From an optimization exercise on the open Yosys and OpenROAD flow, aimed at small area, a short achievable clock period and few clock cycles per item; shortcuts taken in it are not production practice.
In this exercise RTL edits were held to simulation tests only and were not proved equivalent to the original.

==> flow/run.sh <==
#!/bin/bash
# synth_recipe.tcl (not shown) runs the flow's synth.tcl, then flattens the netlist and writes it again
# the make line also repeats each setting of config.mk as NAME=value (left out here)
make -C /OpenROAD-flow-scripts/flow DESIGN_CONFIG=/design/flow/config.mk WORK_HOME=/design/flow/orfs CLKGATE_MAP_FILE= SYNTH_SCRIPT=/design/flow/synth_recipe.tcl finish
==> flow/config.mk <==
export PLATFORM = sky130hd
export DESIGN_NAME = prince_top
export DESIGN_NICKNAME = prince_top
export VERILOG_FILES = /design/flow/design.v
export SDC_FILE = /design/flow/constraint.sdc
export NUM_CORES = 4
export LEC_CHECK = 0
export CAP_MARGIN = 20
export CORE_MARGIN = 2
export CORE_UTILIZATION = 40
export SETUP_SLACK_MARGIN = 0.3
export SLEW_MARGIN = 20
==> flow/constraint.sdc <==
create_clock -name core_clock -period 5.5 [get_ports {clk}]
set_input_delay 1.1000 -clock core_clock [delete_from_list [all_inputs] [get_ports {clk}]]
set_output_delay 1.1000 -clock core_clock [all_outputs]
set_load 0.01 [all_outputs]
==> flow/design.v <==
`timescale 1ns / 1ps
module Sbox(
  input [3:0] in,
  output reg [3:0] out
);
  always @(*) begin
    case (in)
      4'h0: out = 4'hB;
      4'h1: out = 4'hF;
      4'h2: out = 4'h3;
      4'h3: out = 4'h2;
      4'h4: out = 4'hA;
      4'h5: out = 4'hC;
      4'h6: out = 4'h9;
      4'h7: out = 4'h1;
      4'h8: out = 4'h6;
      4'h9: out = 4'h7;
      4'hA: out = 4'h8;
      4'hB: out = 4'h0;
      4'hC: out = 4'hE;
      4'hD: out = 4'h5;
      4'hE: out = 4'hD;
      4'hF: out = 4'h4;
      default: out = 4'h0;
    endcase
  end
endmodule
`timescale 1ns / 1ps
module InvSbox(
  input [3:0] in,
  output reg [3:0] out
);
  always @(*) begin
    case (in)
      4'h0: out = 4'hB;
      4'h1: out = 4'h7;
      4'h2: out = 4'h3;
      4'h3: out = 4'h2;
      4'h4: out = 4'hF;
      4'h5: out = 4'hD;
      4'h6: out = 4'h8;
      4'h7: out = 4'h9;
      4'h8: out = 4'hA;
      4'h9: out = 4'h6;
      4'hA: out = 4'h4;
      4'hB: out = 4'h0;
      4'hC: out = 4'h5;
      4'hD: out = 4'hE;
      4'hE: out = 4'hC;
      4'hF: out = 4'h1;
      default: out = 4'h0;
    endcase
  end
endmodule
`timescale 1ns / 1ps
module MPrime(
  input [63:0] in,
  output [63:0] out
);
		assign out[63] = in[59] ^ in[55] ^ in[51];
        assign out[62] = in[62] ^ in[54] ^ in[50];
        assign out[61] = in[61] ^ in[57] ^ in[49];
        assign out[60] = in[60] ^ in[56] ^ in[52];
        assign out[59] = in[63] ^ in[59] ^ in[55];
        assign out[58] = in[58] ^ in[54] ^ in[50];
        assign out[57] = in[61] ^ in[53] ^ in[49];
        assign out[56] = in[60] ^ in[56] ^ in[48];
        assign out[55] = in[63] ^ in[59] ^ in[51];
        assign out[54] = in[62] ^ in[58] ^ in[54];
        assign out[53] = in[57] ^ in[53] ^ in[49];
        assign out[52] = in[60] ^ in[52] ^ in[48];
        assign out[51] = in[63] ^ in[55] ^ in[51];
        assign out[50] = in[62] ^ in[58] ^ in[50];
        assign out[49] = in[61] ^ in[57] ^ in[53];
        assign out[48] = in[56] ^ in[52] ^ in[48];
        assign out[47] = in[47] ^ in[43] ^ in[39];
        assign out[46] = in[42] ^ in[38] ^ in[34];
        assign out[45] = in[45] ^ in[37] ^ in[33];
        assign out[44] = in[44] ^ in[40] ^ in[32];
        assign out[43] = in[47] ^ in[43] ^ in[35];
        assign out[42] = in[46] ^ in[42] ^ in[38];
        assign out[41] = in[41] ^ in[37] ^ in[33];
        assign out[40] = in[44] ^ in[36] ^ in[32];
        assign out[39] = in[47] ^ in[39] ^ in[35];
        assign out[38] = in[46] ^ in[42] ^ in[34];
        assign out[37] = in[45] ^ in[41] ^ in[37];
        assign out[36] = in[40] ^ in[36] ^ in[32];
        assign out[35] = in[43] ^ in[39] ^ in[35];
        assign out[34] = in[46] ^ in[38] ^ in[34];
        assign out[33] = in[45] ^ in[41] ^ in[33];
        assign out[32] = in[44] ^ in[40] ^ in[36];
        assign out[31] = in[31] ^ in[27] ^ in[23];
        assign out[30] = in[26] ^ in[22] ^ in[18];
        assign out[29] = in[29] ^ in[21] ^ in[17];
        assign out[28] = in[28] ^ in[24] ^ in[16];
        assign out[27] = in[31] ^ in[27] ^ in[19];
        assign out[26] = in[30] ^ in[26] ^ in[22];
        assign out[25] = in[25] ^ in[21] ^ in[17];
        assign out[24] = in[28] ^ in[20] ^ in[16];
        assign out[23] = in[31] ^ in[23] ^ in[19];
        assign out[22] = in[30] ^ in[26] ^ in[18];
        assign out[21] = in[29] ^ in[25] ^ in[21];
        assign out[20] = in[24] ^ in[20] ^ in[16];
        assign out[19] = in[27] ^ in[23] ^ in[19];
        assign out[18] = in[30] ^ in[22] ^ in[18];
        assign out[17] = in[29] ^ in[25] ^ in[17];
        assign out[16] = in[28] ^ in[24] ^ in[20];
        assign out[15] = in[11] ^ in[7]  ^ in[3];
        assign out[14] = in[14] ^ in[6]  ^ in[2];
        assign out[13] = in[13] ^ in[9]  ^ in[1];
        assign out[12] = in[12] ^ in[8]  ^ in[4];
        assign out[11] = in[15] ^ in[11] ^ in[7];
        assign out[10] = in[10] ^ in[6]  ^ in[2];
        assign out[9]  = in[13] ^ in[5]  ^ in[1];
        assign out[8]  = in[12] ^ in[8]  ^ in[0];
        assign out[7]  = in[15] ^ in[11] ^ in[3];
        assign out[6]  = in[14] ^ in[10] ^ in[6];
        assign out[5]  = in[9]  ^ in[5]  ^ in[1];
        assign out[4]  = in[12] ^ in[4]  ^ in[0];
        assign out[3]  = in[15] ^ in[7]  ^ in[3];
        assign out[2]  = in[14] ^ in[10] ^ in[2];
        assign out[1]  = in[13] ^ in[9]  ^ in[5];
        assign out[0]  = in[8]  ^ in[4]  ^ in[0];
endmodule
`timescale 1ns / 1ps
module M(
  input [63:0] in,
  output [63:0] out
);
  wire [63:0] temp;
  assign out[63:60] = temp[63:60];
  assign out[59:56] = temp[43:40];
  assign out[55:52] = temp[23:20];
  assign out[51:48] = temp[3:0];
  assign out[47:44] = temp[47:44];
  assign out[43:40] = temp[27:24];
  assign out[39:36] = temp[7:4];
  assign out[35:32] = temp[51:48];
  assign out[31:28] = temp[31:28];
  assign out[27:24] = temp[11:8];
  assign out[23:20] = temp[55:52];
  assign out[19:16] = temp[35:32];
  assign out[15:12] = temp[15:12];
  assign out[11:8] = temp[59:56];
  assign out[7:4] = temp[39:36];
  assign out[3:0] = temp[19:16];
  MPrime mp1(.in(in), .out(temp));
endmodule
`timescale 1ns / 1ps
module Minv(
  input [63:0] in,
  output [63:0] out
);
  wire [63:0] temp;
  assign temp[63 : 60] = in[63 : 60];
  assign temp[59 : 56] = in[11 : 8];
  assign temp[55 : 52] = in[23 : 20];
  assign temp[51 : 48] = in[35 : 32];
  assign temp[47 : 44] = in[47 : 44];
  assign temp[43 : 40] = in[59 : 56];
  assign temp[39 : 36] = in[7 : 4];
  assign temp[35 : 32] = in[19 : 16];
  assign temp[31 : 28] = in[31 : 28];
  assign temp[27 : 24] = in[43 : 40];
  assign temp[23 : 20] = in[55 : 52];
  assign temp[19 : 16] = in[3 : 0];
  assign temp[15 : 12] = in[15 : 12];
  assign temp[11 : 8]  = in[27 : 24];
  assign temp[7 : 4]   = in[39 : 36];
  assign temp[3 : 0]   = in[51 : 48];
  MPrime mp1(.in(temp), .out(out));
endmodule
`timescale 1ns / 1ps
module PrinceCore(
  input clk,
  input rst,
  input [63:0] in,
  input start,
  input [63:0] key,
  output [63:0] out,
  output last
);
  wire [63:0] RC [12:0];
  wire [63:0] sb_out, M_out, MPr_out, isb_out, isbPr_out, im_out;
  reg [3:0] round;
  reg [63:0] temp, temp_next, isb_out_pre;
  assign RC[0] = 64'h0000000000000000;
  assign RC[1] = 64'h13198a2e03707344;
  assign RC[2] = 64'ha4093822299f31d0;
  assign RC[3] = 64'h082efa98ec4e6c89;
  assign RC[4] = 64'h452821e638d01377;
  assign RC[5] = 64'hbe5466cf34e90c6c;
  assign RC[6] = 64'hFFFFFFFFFFFFFFFF;
  assign RC[7] = 64'h7ef84f78fd955cb1;
  assign RC[8] = 64'h85840851f1ac43aa;
  assign RC[9] = 64'hc882d32f25323c54;
  assign RC[10] = 64'h64a51195e0e3610d;
  assign RC[11] = 64'hd3b5a399ca0c2399;
  assign RC[12] = 64'hc0ac29b7c97c50dd;
  Sbox s1(.in(temp_next[3:0]), .out(sb_out[3:0]));
  Sbox s2(.in(temp_next[7:4]), .out(sb_out[7:4]));
  Sbox s3(.in(temp_next[11:8]), .out(sb_out[11:8]));
  Sbox s4(.in(temp_next[15:12]), .out(sb_out[15:12]));
  Sbox s5(.in(temp_next[19:16]), .out(sb_out[19:16]));
  Sbox s6(.in(temp_next[23:20]), .out(sb_out[23:20]));
  Sbox s7(.in(temp_next[27:24]), .out(sb_out[27:24]));
  Sbox s8(.in(temp_next[31:28]), .out(sb_out[31:28]));
  Sbox s9(.in(temp_next[35:32]), .out(sb_out[35:32]));
  Sbox s10(.in(temp_next[39:36]), .out(sb_out[39:36]));
  Sbox s11(.in(temp_next[43:40]), .out(sb_out[43:40]));
  Sbox s12(.in(temp_next[47:44]), .out(sb_out[47:44]));
  Sbox s13(.in(temp_next[51:48]), .out(sb_out[51:48]));
  Sbox s14(.in(temp_next[55:52]), .out(sb_out[55:52]));
  Sbox s15(.in(temp_next[59:56]), .out(sb_out[59:56]));
  Sbox s16(.in(temp_next[63:60]), .out(sb_out[63:60]));
  M m1(.in(sb_out), .out(M_out));
  MPrime mp1(.in(sb_out), .out(MPr_out));
  InvSbox is1(.in(MPr_out[3:0]), .out(isbPr_out[3:0]));
  InvSbox is2(.in(MPr_out[7:4]), .out(isbPr_out[7:4]));
  InvSbox is3(.in(MPr_out[11:8]), .out(isbPr_out[11:8]));
  InvSbox is4(.in(MPr_out[15:12]), .out(isbPr_out[15:12]));
  InvSbox is5(.in(MPr_out[19:16]), .out(isbPr_out[19:16]));
  InvSbox is6(.in(MPr_out[23:20]), .out(isbPr_out[23:20]));
  InvSbox is7(.in(MPr_out[27:24]), .out(isbPr_out[27:24]));
  InvSbox is8(.in(MPr_out[31:28]), .out(isbPr_out[31:28]));
  InvSbox is9(.in(MPr_out[35:32]), .out(isbPr_out[35:32]));
  InvSbox is10(.in(MPr_out[39:36]), .out(isbPr_out[39:36]));
  InvSbox is11(.in(MPr_out[43:40]), .out(isbPr_out[43:40]));
  InvSbox is12(.in(MPr_out[47:44]), .out(isbPr_out[47:44]));
  InvSbox is13(.in(MPr_out[51:48]), .out(isbPr_out[51:48]));
  InvSbox is14(.in(MPr_out[55:52]), .out(isbPr_out[55:52]));
  InvSbox is15(.in(MPr_out[59:56]), .out(isbPr_out[59:56]));
  InvSbox is16(.in(MPr_out[63:60]), .out(isbPr_out[63:60]));
  Minv mi1(.in(temp), .out(im_out));
  InvSbox is17(.in(im_out[3:0]), .out(isb_out[3:0]));
  InvSbox is18(.in(im_out[7:4]), .out(isb_out[7:4]));
  InvSbox is19(.in(im_out[11:8]), .out(isb_out[11:8]));
  InvSbox is20(.in(im_out[15:12]), .out(isb_out[15:12]));
  InvSbox is21(.in(im_out[19:16]), .out(isb_out[19:16]));
  InvSbox is22(.in(im_out[23:20]), .out(isb_out[23:20]));
  InvSbox is23(.in(im_out[27:24]), .out(isb_out[27:24]));
  InvSbox is24(.in(im_out[31:28]), .out(isb_out[31:28]));
  InvSbox is25(.in(im_out[35:32]), .out(isb_out[35:32]));
  InvSbox is26(.in(im_out[39:36]), .out(isb_out[39:36]));
  InvSbox is27(.in(im_out[43:40]), .out(isb_out[43:40]));
  InvSbox is28(.in(im_out[47:44]), .out(isb_out[47:44]));
  InvSbox is30(.in(im_out[51:48]), .out(isb_out[51:48]));
  InvSbox is31(.in(im_out[55:52]), .out(isb_out[55:52]));
  InvSbox is32(.in(im_out[59:56]), .out(isb_out[59:56]));
  InvSbox is33(.in(im_out[63:60]), .out(isb_out[63:60]));
  always @(*) begin
    temp = 64'h0;
    if (round == 4'd0) temp = in ^ key ^ RC[0];
    else if (round <= 4'd5) temp = M_out ^ RC[round] ^ key;
    else if (round == 4'd6) temp = isbPr_out;
    else if (round == 4'd7) temp = temp_next ^ key ^ RC[round];
    else if (round > 4'd7) temp = isb_out_pre ^ key ^ RC[round];
  end
  always @(posedge clk) begin
      if(rst) round <= 'd0;
      else if(round == 4'd11) round <= 4'd0;
      else if(round != 4'd0 || start) round <= round + 1'b1;
  end
  always @(posedge clk) begin
      temp_next <= temp;
      isb_out_pre <= isb_out;
  end
  assign out = RC[12] ^ key ^ isb_out;
  assign last = (round == 4'd11);
endmodule
`timescale 1ns / 1ps
module Encrypt(
    input [63:0] data,
    input [127:0] key,
    input clk,
    input rst,
    input start,
    output [63:0] out,
    output last
    );
    wire [63:0] k0, k1, k0p;
    wire [63:0] corein, coreout;
    assign k0 = key[127:64];
    assign k1 = key[63:0];
    assign k0p = {k0[0], k0[63 : 2], (k0[1] ^ k0[63])};
    assign corein = data ^ k0;
    PrinceCore pc1(.clk(clk), .rst(rst), .start(start), .in(corein), .key(k1), .out(coreout), .last(last));
    assign out = coreout ^ k0p;
endmodule
`timescale 1ns / 1ps
module Decrypt(
    input [63:0] data,
    input [127:0] key,
    input clk,
    input rst,
    input start,
    output [63:0] out,
    output last
    );
    wire [63:0] k0, k1, k0p;
    wire [63:0] corein, coreout;
    wire [63:0] alpha;
    assign alpha = 64'hc0ac29b7c97c50dd;
    assign k0p = key[127:64];
    assign k1 = key[63:0] ^ alpha;
    assign k0 = {k0p[0], k0p[63 : 2], (k0p[1] ^ k0p[63])};
    assign corein = data ^ k0;
    PrinceCore pc1(.clk(clk), .rst(rst), .start(start), .in(corein), .key(k1), .out(coreout), .last(last));
    assign out = coreout ^ k0p;
endmodule
`timescale 1ns / 1ps
module prince_top(
  input [63:0] data,
  input [127:0] key,
  input en_de,
  input clk,
  input rst,
  input start,
  output reg [63:0] out,
  output reg done);
  wire [63:0] outEn, outDe;
  wire lastEn, lastDe;
  Encrypt e1(.data(data), .key(key), .clk(clk), .rst(rst), .start(start), .out(outEn), .last(lastEn));
  Decrypt d1(.data(data), .key(key), .clk(clk), .rst(rst), .start(start), .out(outDe), .last(lastDe));
  always @(posedge clk) begin
    if (rst) done <= 1'b0;
    else done <= lastEn;
    if (lastEn) out <= en_de ? outEn : outDe;
  end
endmodule
==> impl_metrics.prom <==
# TYPE chip_impl_metric gauge
chip_impl_metric{name="place.detailed.instances",unit=""} 8032
chip_impl_info{name="cts_tree",value="built"} 1
chip_impl_metric{name="yosys.cell_types.count",unit=""} 144
chip_impl_metric{name="crit_path_max_fanout",unit=""} 4
chip_impl_metric{name="design.final.nets",unit=""} 7081
chip_impl_metric{name="clock_latency",unit="ps"} 690
chip_impl_metric{name="r2r_setup_slack",unit="ps"} 410
chip_impl_metric{name="grt_pass1_wl",unit="microns"} 361000
chip_impl_metric{name="r2r_cells",unit=""} 24
chip_impl_metric{name="wire_per_inst",unit="microns"} 32.5
chip_impl_metric{name="globalplace.congestion",unit=""} 1.09
chip_impl_info{name="critical_path.cell_chain",value="inv_1 > ha_2 > or3b_4 > a21oi_4 > a311oi_2 > buf_4 > nor2_2 > xnor2_1 > a221oi_2 > o21ai_1 > a31oi_2 > buf_4 > inv_1 > xnor2_2 > buf_4 > xnor2_1 > ha_1 > nand4_1 > a22oi_1 > or4_1 > o31a_1 > xor2_1 > nand3b_1 > o2111ai_1"} 1
chip_impl_info{name="clock_tree.root_cell",value="sky130_fd_sc_hd__clkbuf_16"} 1
chip_impl_metric{name="ys_seq_area_share",unit="%"} 19.3
chip_impl_metric{name="total_via_count_in_the_routed_design",unit=""} 49850
chip_impl_metric{name="initial_standard_cell_utilization_of_the_core",unit="%"} 40.3
chip_impl_info{name="yosys_most_used_dff",value="sky130_fd_sc_hd__dfxtp_1"} 1
chip_impl_info{name="capturing_instance_or_port_of_the_critical_path",value="out[61]"} 1
chip_impl_metric{name="syn-mean-instance-area",unit="sq um"} 8.87
chip_impl_metric{name="synth_enable_flop_cells",unit=""} 64
chip_impl_metric{name="tightestPinTransition",unit="ps"} 1060
chip_impl_metric{name="synth_nets",unit=""} 6325
chip_impl_metric{name="drtAntennaViolNets",unit=""} 0
chip_impl_info{name="cpMostUsedCell",value="sky130_fd_sc_hd__buf_4"} 1
chip_impl_info{name="timing.critical_path.slowest_stage_cell",value="sky130_fd_sc_hd__or4_1"} 1
chip_impl_metric{name="die_w",unit="microns"} 360
chip_impl_metric{name="floorplan.die_area",unit="sq um"} 130000
chip_impl_metric{name="global_route.usage.total",unit="%"} 39.4
chip_impl_metric{name="layout.cell_area.non_filler",unit="sq um"} 63000
chip_impl_metric{name="numCtsBuffers",unit=""} 66
chip_impl_metric{name="via_count_of_the_first_global_routing_pass",unit=""} 45966
chip_impl_metric{name="clockBufferDepth",unit=""} 3
chip_impl_metric{name="whs_path_depth",unit=""} 2
chip_impl_metric{name="final_min_period_over_clock_period",unit="%"} 92.6
chip_impl_metric{name="total_routed_length",unit="microns"} 266000
chip_impl_metric{name="deepest_level_of_the_cts_h_tree",unit=""} 3
chip_impl_info{name="min_path_type",value="reg -> reg"} 1
chip_impl_info{name="worstReg2RegStart",value="e1.pc1.round[0]"} 1
chip_impl_metric{name="cp.arrival",unit="ps"} 5510
chip_impl_metric{name="floorplan.core_area",unit="sq um"} 126000
chip_impl_metric{name="crit_path_max_incr_delay",unit="ps"} 530
chip_impl_info{name="critical_path.startpoint_type",value="register"} 1
chip_impl_metric{name="max_clock_freq",unit="MHz"} 196
chip_impl_metric{name="clkTransAtPathRegs",unit="ps"} 60
chip_impl_metric{name="io-pin-count",unit=""} 261
chip_impl_info{name="rsz0062_at_grt",value="true"} 1
chip_impl_info{name="category_of_the_most_critical_setup_path",value="reg -> reg"} 1
chip_impl_metric{name="timing.clock.skew",unit="ps"} 36.7
chip_impl_metric{name="number_of_warnings_issued_by_yosys",unit=""} 4
chip_impl_metric{name="final_core_density",unit="%"} 50.1
chip_impl_metric{name="area_growth_syn_to_layout",unit="%"} 24.3
chip_impl_metric{name="hold_viol_final",unit=""} 0
chip_impl_metric{name="dr.pass1.iters",unit=""} 6
chip_impl_metric{name="clkSinkCount",unit=""} 457
chip_impl_info{name="crit_start",value="e1.pc1.round[0]"} 1
chip_impl_metric{name="slew_violations",unit=""} 0
chip_impl_info{name="outcome",value="complete, no violations"} 1
chip_impl_metric{name="finalCriticalPeriod",unit="ps"} 5090
chip_impl_metric{name="globalRoute.totalOverflow",unit=""} 0
chip_impl_metric{name="average_via_count_per_standard_cell",unit=""} 6.09
chip_impl_metric{name="antenna_found_initial",unit=""} 16
chip_impl_info{name="crit-reg2reg-capture",value="out[61]"} 1
chip_impl_metric{name="hold_slack",unit="ps"} 540
chip_impl_metric{name="timing.max_cap.violations",unit=""} 0
chip_impl_metric{name="portBuffers",unit=""} 260
chip_impl_metric{name="synth-seq-cells",unit=""} 457
chip_impl_metric{name="syn_area",unit="sq um"} 50700
chip_impl_metric{name="finalNonFillerCells",unit=""} 8183
chip_impl_metric{name="post_route_cells_drive_above_1_share",unit="%"} 20.0
chip_impl_metric{name="hpwl",unit="microns"} 216000
chip_impl_metric{name="initialDrtViolationCount",unit=""} 7192
chip_impl_metric{name="worst_case_headroom_to_the_max_slew_limit",unit="%"} 29.0
chip_impl_metric{name="finalSetupTns",unit="ps"} 0
chip_impl_info{name="endpoint_kind",value="register"} 1
chip_impl_metric{name="grt_start_max_net_pins",unit=""} 141
chip_impl_metric{name="chipHeight",unit="microns"} 360
chip_impl_metric{name="post-route-drc-count",unit=""} 0
chip_impl_metric{name="place_area",unit="sq um"} 60000
chip_impl_metric{name="cts-hold-fix-buffers",unit=""} 0
chip_impl_metric{name="floorplan.rows",unit=""} 130
chip_impl_metric{name="worst-endpoint-required",unit="ps"} 5920
chip_impl_metric{name="postSynthCellCount",unit=""} 5716
chip_impl_metric{name="asyncSetResetFlopFracSynth",unit="%"} 0
chip_impl_metric{name="count_of_final_setup_violators",unit=""} 0
[worst min-delay path by stage]
stage	from	end	slack (ps)
after floorplan	d1.pc1.round[1]	d1.pc1.round[1]	480
after global placement	d1.pc1.round[1]	d1.pc1.round[1]	510
after detailed placement	d1.pc1.round[1]	d1.pc1.round[1]	520
after CTS	d1.pc1.round[1]	d1.pc1.round[1]	580
after global routing	d1.pc1.round[1]	d1.pc1.round[1]	550
final	d1.pc1.round[1]	d1.pc1.round[1]	540
[final cells by class]
class / count / area [sq um]
fill: 11922 / 62700
multi-input combinational: 4556 / 38400
sequential: 457 / 9810
timing repair buffer: 1085 / 9380
tap: 1650 / 2060
clock buffer: 95 / 1890
inverter: 306 / 1150
clock inverter: 25 / 325
antenna: 9 / 22.5
[what timing repair did]
| action | CTS | global route |
|---|---|---|
| endpoints found under the hold margin | 0 | 0 |
| buffers inserted | 0 | 19 |
| cloned | 0 | 3 |
| pin swaps | 1 | 19 |
| gates resized for setup | 19 | 85 |
| endpoints found under the setup margin | 21 | 64 |
[through the flow]
stage	worst slack (ps)
6_report	409
5_1_grt	208
4_1_cts	130
3_5_place_dp	-166
3_3_place_gp	-116
2_1_floorplan	477
[cell usage after synthesis, types with 97 or more instances]
cell	count	area (sq um)
sky130_fd_sc_hd__nor2_1	295	1110
sky130_fd_sc_hd__clkbuf_1	165	619
sky130_fd_sc_hd__nand2_1	270	1010
sky130_fd_sc_hd__o21ai_0	227	1140
sky130_fd_sc_hd__xor2_1	344	3010
sky130_fd_sc_hd__nor3_1	153	766
sky130_fd_sc_hd__mux2i_1	209	2090
sky130_fd_sc_hd__a21oi_1	260	1300
sky130_fd_sc_hd__nand3_1	97	485
sky130_fd_sc_hd__a211oi_1	107	803
sky130_fd_sc_hd__inv_1	279	1050
sky130_fd_sc_hd__dfxtp_1	393	7870
sky130_fd_sc_hd__buf_2	125	626
sky130_fd_sc_hd__xnor2_1	722	6320
sky130_fd_sc_hd__ha_1	413	5170
[cells by family after synthesis]
family / synth area share, %
mux: 5.81
fa+ha+maj: 10.2
flops: 19.3
xor+xnor: 25.7
simple gates: 14.3
buf+inv: 6.24
compound gates: 18.5
[critical path, delay by kind of cell, from the launching register on]
family	cells	cell delay [ps]
AO/OA/AOI/OAI	8	1290
XOR/XNOR	4	610
adder cells (fa/ha/maj)	2	500
buffers and inverters	5	820
flip-flops	1	340
AND/OR/NAND/NOR	5	1260
[flip-flops by register name (all words and copies together), names as in the netlist, 64 cells and up]
| signal | flops |
|---|---|
| d1.pc1.isb_out_pre | 64 |
| d1.pc1.temp_next | 64 |
| e1.pc1.isb_out_pre | 64 |
| e1.pc1.temp_next | 64 |
| out | 64 |
[metal layers]
| layer | vias to the layer above | global-route usage, % | routed length, microns |
|---|---|---|---|
| met5 | - | 0.555 | 161 |
| met4 | 12 | 24.1 | 19100 |
| met3 | 655 | 10.9 | 33200 |
| met2 | 3202 | 55.9 | 106000 |
| met1 | 24247 | 52.6 | 107000 |
| li1 | 21734 | - | - |
[layout by cell type (no fill, tap or decap), types with 38 or more instances in the layout]
cell type | netlist | routed
sky130_fd_sc_hd__buf_4 | 43 | 777
sky130_fd_sc_hd__xnor2_1 | 722 | 693
sky130_fd_sc_hd__ha_1 | 413 | 405
sky130_fd_sc_hd__dfxtp_1 | 393 | 385
sky130_fd_sc_hd__xor2_1 | 344 | 338
sky130_fd_sc_hd__nor2_1 | 295 | 291
sky130_fd_sc_hd__inv_1 | 279 | 274
sky130_fd_sc_hd__nand2_1 | 270 | 266
sky130_fd_sc_hd__clkdlybuf4s50_1 | 0 | 259
sky130_fd_sc_hd__a21oi_1 | 260 | 254
sky130_fd_sc_hd__o21ai_0 | 227 | 226
sky130_fd_sc_hd__mux2i_1 | 209 | 209
sky130_fd_sc_hd__nor3_1 | 153 | 148
sky130_fd_sc_hd__a211oi_1 | 107 | 103
sky130_fd_sc_hd__nand3_1 | 97 | 95
sky130_fd_sc_hd__xnor3_1 | 91 | 91
sky130_fd_sc_hd__clkbuf_16 | 0 | 71
sky130_fd_sc_hd__nand2b_1 | 69 | 69
sky130_fd_sc_hd__edfxtp_1 | 64 | 64
sky130_fd_sc_hd__a221oi_1 | 64 | 63
sky130_fd_sc_hd__or3_1 | 60 | 59
sky130_fd_sc_hd__nor2b_1 | 49 | 48
sky130_fd_sc_hd__xnor2_2 | 20 | 48
sky130_fd_sc_hd__o21ai_1 | 46 | 47
sky130_fd_sc_hd__o22ai_1 | 46 | 46
sky130_fd_sc_hd__nand3b_1 | 45 | 45
sky130_fd_sc_hd__a31oi_1 | 46 | 45
sky130_fd_sc_hd__buf_12 | 0 | 43
sky130_fd_sc_hd__nor3b_1 | 40 | 39
sky130_fd_sc_hd__xor3_1 | 38 | 38
sky130_fd_sc_hd__and3_1 | 38 | 38
sky130_fd_sc_hd__o211ai_1 | 38 | 38
Testbench counts, summed over its fixed seeds: cycles 28,808, items 2,400.

port drivers added, routing unchanged:
The flow's constraints put no driver on any port. The routed layout listed below was extracted and timed again, unchanged, in two steps.
Step 1, drivers: a clkbuf_16 drives clk and a buf_2 each remaining input, both assumed.
Step 2 adds t to the input delays and takes it off the output delays; t is the mean of the earliest and latest rising clock arrival at the registers after step 1. Input paths then give back, and output paths get back, about the clock's delay inside the block.
Three values: ideal ports, drivers, drivers and shift; two values: the first two.
t, ns: 0.752
setup WS [ns]: 0.409 / 0.409 / -0.256
hold slack, ns: 0.540 / 0.540 / 0.540
clock arrival spread, ns: 0.037 / 0.037
cell pins on the clock port's net: 1
Met with ideal ports but missed after step 2: setup timing in this run. For this run, drivers alone change the setup slack by 0.000 ns; drivers and shift together by -0.665 ns.
